This is an optimization exercise on Yosys and OpenROAD, whose aim is small area, not a production implementation. Function was checked by simulation only, so behaviour that the tests miss may differ from the original. Power figures rest on the tool's default switching activity, not on a simulated workload.

## flow/run.sh

```bash
#!/bin/bash
# Own layout flow: the standard flow, except that synthesis maps the logic with
# area-oriented ABC scripts and without Yosys's full-adder extraction. The
# registers are checked against the standard synthesis; a netlist whose
# registers differ in any way is not used.
set -euo pipefail
W=$(pwd)
R=$W/orfs/results/$FLOW_PLATFORM/TetrisTop/base

# 1. standard synthesis (the reference for the register check)
bash standard.sh synth > $W/1_std_synth.log 2>&1
cp $R/1_2_yosys.v $W/std_1_2_yosys.v

regs() {
	grep -E '^\s*sky130_fd_sc_hd__[a-z0-9]*df[a-z0-9]*_[0-9]+ ' "$1" \
		| sed -E 's/^\s*(sky130_fd_sc_hd__[a-z0-9]+)_[0-9]+\s+(\S+).*/\1 \2/' | sort
}
regs $W/std_1_2_yosys.v > $W/regs_std.txt
for S in $W/flow/abc*.script; do
	k=$(basename $S .script)
	mkdir -p $W/scripts_$k
	cp -r $FLOW_HOME/scripts/. $W/scripts_$k/
	cp $S $W/scripts_$k/abc_area.script
	make -C $FLOW_HOME DESIGN_CONFIG=$W/config.mk WORK_HOME=$W/orfs_$k CLKGATE_MAP_FILE= \
		SYNTH_SCRIPT=$W/synth_recipe.tcl SCRIPTS_DIR=$W/scripts_$k ADDER_MAP_FILE= ABC_AREA=1 \
		$W/orfs_$k/results/$FLOW_PLATFORM/TetrisTop/base/1_2_yosys.v > $W/2_own_synth_$k.log 2>&1 &
done
wait
best=""
bestarea=""
: > $W/3_choice.log
for S in $W/flow/abc*.script; do
	k=$(basename $S .script)
	N=$W/orfs_$k/results/$FLOW_PLATFORM/TetrisTop/base/1_2_yosys.v
	ST=$W/orfs_$k/reports/$FLOW_PLATFORM/TetrisTop/base/synth_stat.txt
	if [ -f $N ] && [ -f $ST ]; then
		regs $N > $W/regs_$k.txt
		area=$(grep 'Chip area' $ST | awk '{print $NF}')
		if [ -s $W/regs_std.txt ] && cmp -s $W/regs_std.txt $W/regs_$k.txt; then
			echo "$k: area $area, registers match" >> $W/3_choice.log
			if [ -z "$best" ] || awk "BEGIN{exit !($area < $bestarea)}"; then
				best=$k; bestarea=$area
			fi
		else
			echo "$k: area $area, registers differ" >> $W/3_choice.log
		fi
	else
		echo "$k: synthesis failed" >> $W/3_choice.log
	fi
done
if [ -n "$best" ]; then
	echo "using $best" >> $W/3_choice.log
	R2=$W/orfs_$best/results/$FLOW_PLATFORM/TetrisTop/base
	cp $R2/1_2_yosys.v $R/1_2_yosys.v
	cp $R2/1_2_yosys.sdc $R/1_2_yosys.sdc
	rm -f $R/1_synth.odb $R/1_synth.sdc
else
	echo "using the standard synthesis" >> $W/3_choice.log
fi

# 3. the rest of the standard flow; ports get the smallest buffer, the
#    clock tree is built from small buffers without dummy loads, placement
#    keeps no buffers from its timing-driven passes, and repairs use buffers
#    no larger than buf_4 (the platform's don't-use list plus the larger
#    buffers)
bash standard.sh \
	"DONT_USE_CELLS=sky130_fd_sc_hd__probe_p_8 sky130_fd_sc_hd__probec_p_8 sky130_fd_sc_hd__lpflow_bleeder_1 sky130_fd_sc_hd__lpflow_clkbufkapwr_1 sky130_fd_sc_hd__lpflow_clkbufkapwr_16 sky130_fd_sc_hd__lpflow_clkbufkapwr_2 sky130_fd_sc_hd__lpflow_clkbufkapwr_4 sky130_fd_sc_hd__lpflow_clkbufkapwr_8 sky130_fd_sc_hd__lpflow_clkinvkapwr_1 sky130_fd_sc_hd__lpflow_clkinvkapwr_16 sky130_fd_sc_hd__lpflow_clkinvkapwr_2 sky130_fd_sc_hd__lpflow_clkinvkapwr_4 sky130_fd_sc_hd__lpflow_clkinvkapwr_8 sky130_fd_sc_hd__lpflow_decapkapwr_12 sky130_fd_sc_hd__lpflow_decapkapwr_3 sky130_fd_sc_hd__lpflow_decapkapwr_4 sky130_fd_sc_hd__lpflow_decapkapwr_6 sky130_fd_sc_hd__lpflow_decapkapwr_8 sky130_fd_sc_hd__lpflow_inputiso0n_1 sky130_fd_sc_hd__lpflow_inputiso0p_1 sky130_fd_sc_hd__lpflow_inputiso1n_1 sky130_fd_sc_hd__lpflow_inputiso1p_1 sky130_fd_sc_hd__lpflow_inputisolatch_1 sky130_fd_sc_hd__lpflow_isobufsrc_1 sky130_fd_sc_hd__lpflow_isobufsrc_16 sky130_fd_sc_hd__lpflow_isobufsrc_2 sky130_fd_sc_hd__lpflow_isobufsrc_4 sky130_fd_sc_hd__lpflow_isobufsrc_8 sky130_fd_sc_hd__lpflow_isobufsrckapwr_16 sky130_fd_sc_hd__lpflow_lsbuf_lh_hl_isowell_tap_1 sky130_fd_sc_hd__lpflow_lsbuf_lh_hl_isowell_tap_2 sky130_fd_sc_hd__lpflow_lsbuf_lh_hl_isowell_tap_4 sky130_fd_sc_hd__lpflow_lsbuf_lh_isowell_4 sky130_fd_sc_hd__lpflow_lsbuf_lh_isowell_tap_1 sky130_fd_sc_hd__lpflow_lsbuf_lh_isowell_tap_2 sky130_fd_sc_hd__lpflow_lsbuf_lh_isowell_tap_4 sky130_fd_sc_hd__buf_6 sky130_fd_sc_hd__buf_8 sky130_fd_sc_hd__buf_12 sky130_fd_sc_hd__buf_16 sky130_fd_sc_hd__clkdlybuf4s15_1 sky130_fd_sc_hd__clkdlybuf4s15_2 sky130_fd_sc_hd__clkdlybuf4s18_1 sky130_fd_sc_hd__clkdlybuf4s18_2 sky130_fd_sc_hd__clkdlybuf4s25_1 sky130_fd_sc_hd__clkdlybuf4s25_2 sky130_fd_sc_hd__clkdlybuf4s50_1 sky130_fd_sc_hd__clkdlybuf4s50_2 sky130_fd_sc_hd__bufbuf_8 sky130_fd_sc_hd__bufbuf_16" \
	GPL_KEEP_OVERFLOW=0 \
	"BUFFER_PORTS_ARGS=-buffer_cell sky130_fd_sc_hd__buf_1" \
	"CTS_ARGS=-sink_clustering_enable -repair_clock_nets -dont_use_dummy_load -buf_list {sky130_fd_sc_hd__clkbuf_4 sky130_fd_sc_hd__clkbuf_8} -sink_clustering_size 12 -sink_clustering_max_diameter 100" \
	finish > $W/4_std_layout.log 2>&1
```

## flow/abc1.script

```
strash
&get -n
&fraig -x
&put
scorr
dc2
dretime
strash
&get -n
&dch -f
&nf -R 1000 -p -F 8 -A 4 -a
&put
```

## flow/abc2.script

```
strash
&get -n
&fraig -x
&put
scorr
dc2
dretime
strash
&get -n
&dch -f
&nf -R 1000 -p -F 16 -A 8 -a -C 32
&put
```

## flow/abc3.script

```
strash
&get -n
&fraig -x
&put
scorr
dc2
dretime
strash
&get -n
&dch -f
&nf -R 1000 -p -F 16 -A 8 -a -C 32
&put
&get -n
&dch -f
&nf -R 1000 -p -F 16 -A 8 -a -C 32
&put
```

## flow/abc4.script

```
strash
&get -n
&fraig -x
&put
scorr
dc2
dretime
strash
&get -n
&dch -f
&nf -R 1000 -p -F 16 -A 8 -a -C 32
&put
&get -n
&dch
&nf -R 1000 -p -F 16 -A 8 -a -C 32
&put
```

## standard.sh

```bash
#!/bin/bash
# synth_recipe.tcl (not shown) runs the flow's synth.tcl, then flattens the netlist and writes it again
# the make line also repeats each setting of config.mk as NAME=value (left out here)
make -C /OpenROAD-flow-scripts/flow DESIGN_CONFIG=/design/flow/config.mk WORK_HOME=/design/flow/orfs CLKGATE_MAP_FILE= SYNTH_SCRIPT=/design/flow/synth_recipe.tcl "${@:-finish}"
```

## config.mk

```make
export PLATFORM = sky130hd
export DESIGN_NAME = TetrisTop
export DESIGN_NICKNAME = TetrisTop
export VERILOG_FILES = /design/flow/design.v
export SDC_FILE = /design/flow/constraint.sdc
export NUM_CORES = 4
export LEC_CHECK = 0
export ABC_AREA = 1
export CAP_MARGIN = 20
export CORE_MARGIN = 2
export CORE_UTILIZATION = 40
export PLACE_DENSITY = 0.5
export SETUP_SLACK_MARGIN = 0.3
export SLEW_MARGIN = 20
```

## constraint.sdc

```tcl
create_clock -name core_clock -period 12.0 [get_ports {clk}]
set_input_delay 2.4000 -clock core_clock [delete_from_list [all_inputs] [get_ports {clk}]]
set_output_delay 2.4000 -clock core_clock [all_outputs]
set_load 0.01 [all_outputs]
```

## design.v

```verilog
module TetrisTop(
	input			clk,
	input			rst,
	input			KeyLeft,
	input			KeyRight,
	input			KeyChange,
	input[8:0]		x_addr,
	input[8:0]		y_addr,
	output[23:0]	odata
);
integer i, r, c;
reg[14:0]	tlfsr;
reg		Starting;
wire		TimeUp = (tlfsr == 15'd7447);
wire		First  = (tlfsr == 15'd1);	 
always @(posedge clk or negedge rst)
	if (!rst)
		tlfsr <= 15'd1;
	else if (TimeUp)
		tlfsr <= 15'd25385;
	else
		tlfsr <= {tlfsr[13:0], tlfsr[14] ^ tlfsr[13]};
always @(posedge clk or negedge rst)
	if (!rst)
		Starting <= 1'b0;
	else if (tlfsr == 15'd6346)
		Starting <= 1'b1;
reg		UE;			 
reg[9:0]	RandReg;
wire[2:0]	Index = RandReg % 4'd7;
reg[2:0]	IdxD;		 
reg[2:0]	CurIdx;		 
always @(posedge clk or negedge rst)
	if (!rst)
		RandReg <= 10'd134;
	else if (UE)
		RandReg <= {RandReg[8], RandReg[7] ^ RandReg[9], RandReg[6:4],
		            RandReg[3] ^ RandReg[9], RandReg[2] ^ RandReg[9],
		            RandReg[1] ^ RandReg[9], RandReg[0], RandReg[9]};
always @(posedge clk or negedge rst)
	if (!rst)
		IdxD <= 3'd7;
	else
		IdxD <= Index;
always @(posedge clk or negedge rst)
	if (!rst)
		CurIdx <= 3'd0;
	else if (UE)
		CurIdx <= IdxD;
function [9:0] spawn(input [1:0] q, input [2:0] idx);
	reg[4:0] x, y;
	begin
		x = 5'd0; y = 5'd0;
		case (q)
		2'd0: begin y = 5'd0; case (idx) 3'd3, 3'd6: x = 5'd4; 3'd5: x = 5'd6; 3'd7: x = 5'd0; default: x = 5'd5; endcase end
		2'd1: case (idx)
			3'd1, 3'd4: begin x = 5'd6; y = 5'd0; end
			3'd3:       begin x = 5'd5; y = 5'd0; end
			3'd2, 3'd5, 3'd6: begin x = 5'd4; y = 5'd1; end
			3'd0:       begin x = 5'd5; y = 5'd1; end
			default:    begin x = 5'd0; y = 5'd0; end
			endcase
		2'd2: case (idx)
			3'd0:       begin x = 5'd5; y = 5'd2; end
			3'd4:       begin x = 5'd4; y = 5'd1; end
			3'd7:       begin x = 5'd0; y = 5'd0; end
			default:    begin x = 5'd5; y = 5'd1; end
			endcase
		default: case (idx)
			3'd0:       begin x = 5'd5; y = 5'd3; end
			3'd4:       begin x = 5'd5; y = 5'd1; end
			3'd7:       begin x = 5'd0; y = 5'd0; end
			default:    begin x = 5'd6; y = 5'd1; end
			endcase
		endcase
		spawn = {x, y};
	end
endfunction
reg[1:0]	CC;
always @(posedge clk or negedge rst)
	if (!rst)
		CC <= 2'd0;
	else if (UE && IdxD != CurIdx)
		CC <= 2'd0;
	else if (KeyChange)
		CC <= CC + 1'b1;
	else if (UE)
		CC <= 2'd0;
function [6:0] turn(input [1:0] q, input [2:0] idx, input [1:0] st);
	reg[2:0] dx, dy;
	reg rel;
	begin
		dx = 3'd0; dy = 3'd0; rel = 1'b0;
		case (q)
		2'd0: case (idx)
			3'd0: begin dx = st[0] ? -3'd2 : 3'd2; dy = dx; end
			3'd2, 3'd5, 3'd6: case (st)
				2'd0: begin dx =  3'd1; dy =  3'd1; end
				2'd1: begin dx = -3'd1; dy =  3'd1; end
				2'd2: begin dx = -3'd1; dy = -3'd1; end
				default: begin dx = 3'd1; dy = -3'd1; end
				endcase
			3'd3: begin dx = st[0] ? -3'd1 : 3'd1; dy = st[0] ? 3'd1 : -3'd1; end
			3'd4: begin dx = st[0] ? -3'd1 : 3'd1; dy = dx; end
			default: ;
			endcase
		2'd1: case (idx)
			3'd0: begin dx = st[0] ? -3'd1 : 3'd1; dy = dx; end
			3'd2: case (st)
				2'd0: begin dx =  3'd1; dy = -3'd1; end
				2'd1: begin dx =  3'd1; dy =  3'd1; end
				2'd2: begin dx = -3'd1; dy =  3'd1; end
				default: begin dx = -3'd1; dy = -3'd1; end
				endcase
			3'd4: begin dx = 3'd0; dy = st[0] ? -3'd2 : 3'd2; end
			3'd5: case (st)
				2'd0: begin dx =  3'd2; dy = -3'd2; end
				2'd1: begin dx =  3'd2; dy =  3'd2; end
				2'd2: begin dx = -3'd2; dy =  3'd2; end
				default: begin dx = -3'd2; dy = -3'd2; end
				endcase
			default: ;
			endcase
		2'd2: case (idx)
			3'd3: begin dx = st[0] ? 3'd1 : -3'd1; dy = dx; end
			3'd4: begin dx = st[0] ? -3'd1 : 3'd1; dy = st[0] ? 3'd1 : -3'd1; end
			3'd5: case (st)
				2'd0: begin dx =  3'd1; dy = -3'd1; end
				2'd1: begin dx =  3'd1; dy =  3'd1; end
				2'd2: begin dx = -3'd1; dy =  3'd1; rel = 1'b1; end
				default: begin dx = -3'd1; dy = -3'd1; end
				endcase
			3'd6: case (st)
				2'd0: begin dx = -3'd1; dy =  3'd1; end
				2'd1: begin dx = -3'd1; dy = -3'd1; end
				2'd2: begin dx =  3'd1; dy = -3'd1; rel = 1'b1; end
				default: begin dx = 3'd1; dy = 3'd1; end
				endcase
			default: ;
			endcase
		default: case (idx)
			3'd0: begin dx = st[0] ? 3'd1 : -3'd1; dy = dx; end
			3'd2: case (st)
				2'd0: begin dx = -3'd1; dy =  3'd1; end
				2'd1: begin dx = -3'd1; dy = -3'd1; end
				2'd2: begin dx =  3'd1; dy = -3'd1; end
				default: begin dx = 3'd1; dy = 3'd1; end
				endcase
			3'd3: begin dx = st[0] ? 3'd2 : -3'd2; dy = 3'd0; end
			3'd6: case (st)
				2'd0: begin dx = -3'd2; dy =  3'd2; end
				2'd1: begin dx = -3'd2; dy = -3'd2; end
				2'd2: begin dx =  3'd2; dy = -3'd2; end
				default: begin dx = 3'd2; dy = 3'd2; end
				endcase
			default: ;
			endcase
		endcase
		turn = {rel, dx, dy};
	end
endfunction
reg[4:0]	cx[0:3];
reg[4:0]	cy[0:3];
wire		AtLeft  = (cx[0] == 5'd0) || (cx[1] == 5'd0) || (cx[2] == 5'd0) || (cx[3] == 5'd0);
wire		AtRight = (cx[0] == 5'd9) || (cx[1] == 5'd9) || (cx[2] == 5'd9) || (cx[3] == 5'd9);
wire		Spawn   = !Starting || UE;
reg[6:0]	tv;
reg[2:0]	mdx, mdy;
reg[4:0]	bx, by;
reg[9:0]	sp;
always @(posedge clk) begin
		for (i = 0; i < 4; i = i + 1) begin
			tv = turn(i[1:0], CurIdx, CC);
			bx = cx[i];
			by = cy[i];
			mdx = 3'd0;
			mdy = 3'd0;
			if (TimeUp)
				mdy = 3'd1;
			else if (KeyLeft)
				mdx = AtLeft ? 3'd0 : -3'd1;
			else if (KeyRight)
				mdx = AtRight ? 3'd0 : 3'd1;
			else if (KeyChange) begin
				mdx = tv[5:3];
				mdy = tv[2:0];
				if (tv[6]) begin
					bx = cx[1];
					by = cy[1];
				end
			end
			sp = spawn(i[1:0], IdxD);
			if (Spawn) begin
				cx[i] <= sp[9:5];
				cy[i] <= sp[4:0];
			end
			else begin
				cx[i] <= bx + {{2{mdx[2]}}, mdx};
				cy[i] <= by + {{2{mdy[2]}}, mdy};
			end
		end
end
reg[9:0]	Row[0:19];
reg[9:0]	xd[0:3];
reg[19:0]	yd[0:3];
reg[4:0]	yy;
reg[9:0]	M[0:19];
always @(*) begin
	for (i = 0; i < 4; i = i + 1) begin
		yy = UE ? cy[i] - 1'b1 : cy[i] + 1'b1;
		for (c = 0; c < 10; c = c + 1)
			xd[i][c] = (cx[i] == c);
		for (r = 0; r < 20; r = r + 1)
			yd[i][r] = (yy == r);
	end
	for (r = 0; r < 20; r = r + 1)
		for (c = 0; c < 10; c = c + 1)
			M[r][c] = (xd[0][c] & yd[0][r]) | (xd[1][c] & yd[1][r]) |
			          (xd[2][c] & yd[2][r]) | (xd[3][c] & yd[3][r]);
end
reg		Hit;
always @(*) begin
	Hit = 1'b0;
	for (i = 0; i < 4; i = i + 1)
		if (cy[i] == 5'd19)
			Hit = 1'b1;
	for (r = 0; r < 20; r = r + 1)
		if (|(Row[r] & M[r]))
			Hit = 1'b1;
end
always @(posedge clk or negedge rst)
	if (!rst)
		UE <= 1'b0;
	else
		UE <= TimeUp && Hit;
reg[19:0]	Shift;
reg		f;
always @(*) begin
	f = 1'b0;
	Shift = 20'd0;
	for (r = 19; r >= 1; r = r - 1) begin
		if (r >= 4 && Row[r] == 10'h3ff)
			f = 1'b1;
		Shift[r] = f;
	end
end
reg[9:0]	RowN[0:19];
always @(*)
	for (r = 0; r < 20; r = r + 1)
		RowN[r] = ((r > 0 && Shift[r] && !UE) ? Row[(r + 19) % 20] : 10'd0) |
		          ((r > 0 && Shift[r] && !UE) ? 10'd0 : Row[r]) |
		          (UE ? M[r] : 10'd0);
always @(posedge clk or negedge rst)
	if (!rst) begin
		for (r = 0; r < 20; r = r + 1)
			Row[r] <= 10'd0;
	end
	else begin
		for (r = 0; r < 20; r = r + 1)
			Row[r] <= RowN[r];
	end
wire[5:0]	qx  = x_addr / 4'd10;
wire[5:0]	qy  = y_addr / 4'd10;
wire		rx0 = (x_addr % 4'd10) == 4'd0;
wire		ry0 = (y_addr % 4'd10) == 4'd0;
wire[5:0]	ax  = qx - 6'd9;		 
wire[5:0]	ay  = qy - 6'd3;		 
wire		axv = (qx >= 6'd9) && (qx <= 6'd40);
wire		ayv = (qy >= 6'd3) && (qy <= 6'd34);
wire		inner = !rx0 && !ry0;
wire		wx   = (qx >= 6'd2) && (qx <= 6'd19);
wire		wall = !rx0 && (
		    ((qy == 6'd2 || (qy == 6'd23 && !ry0)) && wx) ||
		    (qy >= 6'd3 && qy <= 6'd22 && !ry0 && (qx == 6'd2 || qx == 6'd8 || qx == 6'd19)));
reg		nxt;
reg[9:0]	nd;
always @(*) begin
	nxt = 1'b0;
	for (i = 0; i < 4; i = i + 1) begin
		nd = spawn(i[1:0], IdxD);
		if (qx == {1'b0, nd[9:5]} && qy == {1'b0, nd[4:0]} + 6'd5)
			nxt = 1'b1;
	end
	nxt = nxt && inner;
end
reg		cur;
always @(*) begin
	cur = 1'b0;
	for (i = 0; i < 4; i = i + 1)
		if (ax[4:0] == cx[i] && ay[4:0] == cy[i])
			cur = 1'b1;
	if (First)
		cur = (ax[4:0] == 5'd0) && (ay[4:0] == 5'd0);
	cur = cur && axv && ayv && inner;
end
wire[9:0]	mrow = Row[ay[4:0]];
wire		map  = inner && (qx >= 6'd9) && (qx <= 6'd18) && (qy >= 6'd3) && (qy <= 6'd22) && mrow[ax[3:0]];
reg		oA, oB, oC;
always @(posedge clk) begin
	oA <= wall || (!nxt && !cur && map);
	oB <= !wall && (nxt || cur || map);
	oC <= !wall && !nxt && (cur || map);
end
wire		oW  = oA && !oB;
wire		oNC = oB && !oA;
wire		oCo = oC && !oA;
assign odata = {oW, oA, oW, oA, oW, oA, oW, oA,
		oB, oNC, oB, oNC, oB, oNC, oB, oNC,
		oC, oCo, oC, oC, oC, oCo, oC, oC};
endmodule
```

==> flow_metrics.tcl <==
set metrics [dict create \
    status "timing/DRC/antenna clean" \
    cts_max_path_buffers 3 \
    grt_pass1_wl_mm 171 \
    fp.dieW_um 231 \
    cts_tree "built" \
    max_freq_ghz 0.0912 \
    drt_first_pass_iters 15 \
    drive_above_1_share_pct 6.41 \
    syn_inst 2576 \
    clock-sinks 278 \
    cp_max_fo 14 \
    layoutNonFillerInstCount 3373 \
    vias 25900 \
    fin_crit_sh_pct 91.4 \
    layout_min_cycle_time_ns 10.97 \
    total_power_mw 2.00 \
    syn-cell-area_sq_um 20600 \
    wire_per_inst_um 35.8 \
    portBuffers 46 \
    ioPinCount 47 \
    synth_fp_nets 2599 \
    die-area_sq_um 53400 \
    track_usage_pct 43.9 \
    vias_per_cell 7.69 \
    finalSetupViolations 0 \
    max_slew_margin_pct 16.2 \
    clk_latency_ns 0.70 \
    drv_cap 0 \
    worst_pin_slew_ns 1.25 \
    detail_route.wirelength_mm 121 \
    critPathCaptureType "flip-flop" \
    drc 0 \
    ant_nets 0 \
    cts_buffers 27 \
    floorplan.initialDensity_pct 40.3 \
    drv_slew 0 \
    htreeDepth 1 \
    die_h_um 231 \
    nNetsFinal 2708 \
    core_sq_um 51100 \
    grt_setup_unrepaired "false" \
    grt_max_degree 70 \
    place_hpwl_mm 88.5 \
    grt_pass1_vias 23300 \
    place.gp.congestion 1.07 \
    fin_area_sq_um 22700 \
    cp_data_required_time_ns 12.54 \
    dpl-instance-area_sq_um 22200 \
    clock_skew_ns 0.0769 \
    syn2layout_area_growth_pct 10.2 \
    power_density_nw_per_um2 88.2 \
    critical_path_buf_inv_count 2 \
    peakVddDrop_uv 76.2 \
    hold_viol_final 0 \
    yosys_warnings 8 \
    crit_path_frequent_cell "nor2_1" \
    postCtsHoldBufs 0 \
    final_util_pct 44.5 \
    power_leakage_nw 8.55 \
    clk_pin_slew_worst_paths_ns 0.08 \
    cp_top_family "simple AND/OR/NAND/NOR gates" \
    timing.setup.tns_ns 0 \
    overflow 0 \
    hp-class "flip-flop to flip-flop" \
    reg2reg_setup_slack_ns 4.14 \
    slowest_stage "nor2_1" \
    critPathKind "primary input to flip-flop" \
    drtIter0Drc 6084 \
    numPlacedInstances 3334 \
    grt_antenna_before_repair 17 \
    avgSynthCellArea_sq_um 8.00 \
    num_rows 83 \
    cts_root_buf "clkbuf_8" \
    critPathLaunchType "primary input" \
    worst_ep_arrival_time_ns 11.50 \
    slowest_delay_ns 0.86 \
]
[layout make-up]
type / instances / area [sq um]
fillers: 5249 / 28400
multi-input cells: 2225 / 13900
flip-flops and latches: 278 / 6750
well taps: 680 / 851
repair buffers: 112 / 674
clock buffers: 27 / 372
inverters: 41 / 154
diodes: 10 / 25.0
[sequential cells by signal (all words and copies together), names as in the netlist, 2 cells and up]
| name | cells |
|---|---|
| cy | 20 |
| IdxD | 3 |
| CurIdx | 3 |
| CC | 2 |
| cx | 20 |
| RandReg | 10 |
| Row | 200 |
| tlfsr | 15 |
[metal layers]
metal | track usage, % | vias up | wire [um]
met3 | 22.0 | 667 | 19200
met2 | 60.2 | 2285 | 46800
li1 | - | 10500 | -
met4 | 21.6 | 18 | 8540
met1 | 56.3 | 12500 | 46000
met5 | 1.29 | - | 207
[placed cells by master (no fill, tap or decap), types with 14 or more instances in the layout]
| cell type | instances |
|---|---|
| a22oi_1 | 114 |
| clkinv_1 | 41 |
| a221oi_1 | 18 |
| xor2_1 | 60 |
| nand2b_1 | 37 |
| and2_0 | 16 |
| dfxtp_1 | 43 |
| buf_1 | 45 |
| nand2_1 | 407 |
| a211oi_1 | 16 |
| a21oi_1 | 204 |
| a31oi_1 | 16 |
| nor3_1 | 28 |
| a221o_1 | 50 |
| nor2_1 | 198 |
| o211ai_1 | 17 |
| a222oi_1 | 239 |
| nor2_4 | 22 |
| mux2i_1 | 26 |
| nor3_2 | 23 |
| o21ai_0 | 339 |
| nand3_1 | 51 |
| xnor2_1 | 70 |
| o22ai_1 | 14 |
| nand4_1 | 65 |
| buf_4 | 61 |
| a21o_1 | 18 |
| dfrtp_1 | 227 |
| clkbuf_8 | 29 |
| nor2b_1 | 34 |
[where the power goes]
| part | internal (mW) | total, mW | switching, mW |
|---|---|---|---|
| Sequential | 0.937 | 0.947 | 0.00915 |
| Clock | 0.199 | 0.557 | 0.358 |
| Combinational | 0.149 | 0.499 | 0.350 |
| Total | 1.29 | 2.00 | 0.717 |
[path summary, 6_finish.rpt]
path / endpoint / start / cells after the start
min in group asynchronous: CurIdx[2] / rst / 1
min reg2reg: tlfsr[10] / tlfsr[9] / 0
max: oB / y_addr[7] / 38
max reg2reg: UE / UE / 16
min: tlfsr[10] / tlfsr[9] / 0
max in group asynchronous: UE / rst / 7
[stage by stage]
| step | hold slack, ns | setup slack (ns) |
|---|---|---|
| after floorplan | 0.422 | 0.534 |
| after global placement | 0.356 | -6.56 |
| after detailed placement | 0.356 | -0.435 |
| after CTS | 0.379 | 0.505 |
| after global routing | 0.385 | 0.368 |
| final | 0.374 | 1.03 |
[repair_timing]
action                     4_1_cts  5_1_grt
setup endpoints to repair        2        3
gates resized for setup          1        3
setup buffers                    0        0
gates cloned                     0        0

[what the ideal ports hide]
In the flow no input, the clock included, has a driving cell. The finished layout below was timed again as built, in two steps. Step 1, drivers: a clkbuf_16 drives clk and a buf_2 each remaining input, both assumed. Step 2 also shifts input and output timing later by t, the mid clock arrival at the registers, as if the neighbouring blocks saw the same clock. Three values: ideal ports, drivers, drivers and shift; two values: the first two.
shift t [ns]: 0.725
slack for setup (ns): 1.035 / 1.070 / 0.346
worst register clock-pin slew, ns: 0.11 / 0.11
After both steps this run still meets setup and hold. For this run, drivers alone change the setup slack by +0.035 ns; drivers and shift together by -0.689 ns.
